Context: an optimization exercise on an open-source flow, tuned for small area. The choices shown serve that exercise and are no tape-out recipe. Only simulation tests tie the RTL to the original design; equivalence was not proved. The flow treats the clock pin as an ideal source, which a real chip does not have. Power figures rest on the tool's default switching activity, not on a simulated workload.

==> flow/design.v (excerpt) <==
module ALU_P2(RS1,RS2,OPC,ALU_OUT,ALU,Jump,clock);
input [31:0]RS1;
input [31:0]RS2;
input [5:0]OPC;
input clock;
output [31:0]ALU_OUT;
output [31:0]ALU;
output Jump;
reg [31:0]ALU;
wire op_add  = (OPC==6'd1) | (OPC==6'd3) | (OPC==6'd4) | (OPC==6'd19);
wire op_sub  = (OPC==6'd2) | (OPC==6'd20);
wire op_cmp  = (OPC>=6'd6) & (OPC<=6'd11);
wire op_mov  = (OPC==6'd5) | (OPC==6'd16);
wire op_and  = (OPC==6'd12);
wire op_or   = (OPC==6'd13);
wire op_xor  = (OPC==6'd14);
wire op_not  = (OPC==6'd15);
wire op_shl  = (OPC==6'd17);
wire op_shr  = (OPC==6'd18);
wire op_hold = (OPC==6'd0) | (OPC>=6'd21);
wire sub = op_sub | op_cmp;
wire U, V, nU, nV;
wire s_sum = op_add | op_sub;               
wire s_p   = op_xor | op_mov | op_not;      
wire s_g   = op_and;                        
wire s_h   = op_hold;                       
wire ns_p = ~s_p;
wire ns_g = ~s_g;
wire big = |RS2[31:5];
wire en  = (op_shl | op_shr) & ~big;
m_decu udu (.U(U), .NU(nU), .o(OPC[4:0]));
m_decv udv (.V(V), .NV(nV), .o(OPC[4:0]));
wire [31:0] bt;       
wire [31:0] pp;       
wire [31:0] gg;       
wire [32:0] c;        
wire [31:0] sum;
assign c[0] = V;
genvar i;
m_mux2i ub0 (.y(bt[0]), .a0(nV), .a1(nU), .s(RS2[0]));
m_ha    uh0 (.s(pp[0]), .co(gg[0]), .a(RS1[0]), .b(bt[0]));
m_xor2  us0 (.y(sum[0]), .a(pp[0]), .b(c[0]));
m_mux2i ub1 (.y(bt[1]), .a0(nV), .a1(nU), .s(RS2[1]));
m_xnor2 up1 (.y(pp[1]), .a(RS1[1]), .b(bt[1]));
  ...
Settings: LEC_CHECK=0, CAP_MARGIN=20, CORE_MARGIN=2, CORE_UTILIZATION=40, CTS_BUF_LIST=sky130_fd_sc_hd__clkbuf_4, PLACE_DENSITY=0.45, SLEW_MARGIN=20, SYNTH_HIERARCHICAL=1; clock period 10.0 ns.
standard.sh (not shown) runs the stock make flow with config.mk's settings and CLKGATE_MAP_FILE= SYNTH_SCRIPT=/design/flow/synth_recipe.tcl, a recipe that flattens the netlist after the stock synthesis.
==> flow/flow/run.sh <==
#!/bin/bash
# Own layout flow: the standard flow (standard.sh) with these changes:
#  - the port buffers are buf_1, the smallest buffer, rather than the resizer's default choice;
#  - before floorplanning, every cell gets its smallest-area variant (area recovery); the
#    standard repair steps then resize wherever timing, slew or load need it;
#  - clock tree synthesis with clkbuf_4 buffers and without dummy loads.
# make's full output goes to standard_flow.log; ORFS's per-step logs stay under orfs/logs/.
set -euo pipefail
cd "$(dirname "$0")/.."
here=$(pwd)
bash standard.sh \
  "PRE_FLOORPLAN_TCL=$here/flow/downsize.tcl" \
  "BUFFER_PORTS_ARGS=-buffer_cell sky130_fd_sc_hd__buf_1" \
  "CTS_ARGS=-sink_clustering_enable -repair_clock_nets -buf_list sky130_fd_sc_hd__clkbuf_4 -dont_use_dummy_load" \
  finish > "$here/standard_flow.log" 2>&1
==> flow/flow/downsize.tcl <==
# Area recovery before floorplanning: give every cell with a smaller-area variant of the same
set_dont_use $::env(DONT_USE_CELLS)
# function that variant. Later repair steps (floorplan repair_timing, placement repair_design,
# post-CTS/post-route timing repair) upsize again wherever timing, slew or load needs it.
set n 0
foreach inst [get_cells *] {
  set lc [get_lib_cells -of_objects $inst]
  set name [get_name $lc]
  if {![regexp {^(sky130_fd_sc_hd__[a-z0-9]+)_[0-9]+$} $name -> base]} { continue }
  if {[regexp {df|dl|conb|tap|fill|decap|clk} $base]} { continue }
  set best $name
  set best_area [get_property $lc area]
  foreach cand [get_lib_cells ${base}_*] {
    set cn [get_name $cand]
    if {![regexp "^${base}_\[0-9\]+\$" $cn]} { continue }
    if {[get_property $cand dont_use]} { continue }
    set a [get_property $cand area]
    if {$a < $best_area - 1e-6} { set best $cn; set best_area $a }
  }
  if {$best ne $name} {
    replace_cell $inst $best
    incr n
  }
}
puts "downsize: replaced $n cells with smaller variants"
Then changed:
--- a/flow/flow/run.sh
+++ b/flow/flow/run.sh
@@ -4,4 +4,5 @@
 #  - before floorplanning, every cell gets its smallest-area variant (area recovery); the
 #    standard repair steps then resize wherever timing, slew or load need it;
+#  - placement, resizing, CTS and global-route repairs buffer with buf_1/buf_2 only;
 #  - clock tree synthesis with clkbuf_4 buffers and without dummy loads.
 # make's full output goes to standard_flow.log; ORFS's per-step logs stay under orfs/logs/.
@@ -9,7 +10,9 @@
 cd "$(dirname "$0")/.."
 here=$(pwd)
+sb=$here/flow/smallbuf.tcl
 bash standard.sh \
   "PRE_FLOORPLAN_TCL=$here/flow/downsize.tcl" \
   "BUFFER_PORTS_ARGS=-buffer_cell sky130_fd_sc_hd__buf_1" \
+  "PRE_GLOBAL_PLACE_TCL=$sb" "PRE_RESIZE_TCL=$sb" "PRE_CTS_TCL=$sb" "PRE_GLOBAL_ROUTE_TCL=$sb" \
   "CTS_ARGS=-sink_clustering_enable -repair_clock_nets -buf_list sky130_fd_sc_hd__clkbuf_4 -dont_use_dummy_load" \
   finish > "$here/standard_flow.log" 2>&1
==> flow/flow/smallbuf.tcl (new file) <==
set_dont_use [get_lib_cells {sky130_fd_sc_hd__buf_4 sky130_fd_sc_hd__buf_6 sky130_fd_sc_hd__buf_8 sky130_fd_sc_hd__buf_12 sky130_fd_sc_hd__buf_16 sky130_fd_sc_hd__bufbuf_8 sky130_fd_sc_hd__bufbuf_16}]
--- a/flow/config.mk
+++ b/flow/config.mk
@@ -6,9 +6,9 @@
 export NUM_CORES = 4
 export LEC_CHECK = 0
-export CAP_MARGIN = 20
+export CAP_MARGIN = 10
 export CORE_MARGIN = 2
 export CORE_UTILIZATION = 40
 export CTS_BUF_LIST = sky130_fd_sc_hd__clkbuf_4
-export PLACE_DENSITY = 0.45
-export SLEW_MARGIN = 20
+export PLACE_DENSITY = 0.6
+export SLEW_MARGIN = 10
 export SYNTH_HIERARCHICAL = 1
The changed run completed with no timing, DRC or antenna violations; wire length is lower by 4.7%; synthesized cell count is unchanged; total power is lower by about 0.46%; sequential cell count does not change; maximum frequency is lower by about 0.36%.

-- afterwards: timing with drivers on the ports --
Ports are ideal in the flow. The routed layouts listed here were re-timed in OpenROAD.
Step 1: set_driving_cell puts a clkbuf_16 on clock and a buf_2 on each other input, an assumption about the parent block.
Step 2 moves the port delays by t, midway between the first and last clock arrival at a register: inputs arrive t later, outputs are due t later. That takes back most of the time a late clock gives input paths.
Three values: ideal ports, drivers, drivers and shift; two values: the first two.
run	t, ns	slack for setup (ns)	pins driven straight from the clock port
the first run	0.374	0.741 / 0.721 / 0.721	1
the second run	0.380	0.707 / 0.679 / 0.679	1
After both steps setup and hold are still met in every run listed. For the second run, which loses most, drivers alone change the setup slack by -0.028 ns; drivers and shift together by -0.028 ns.
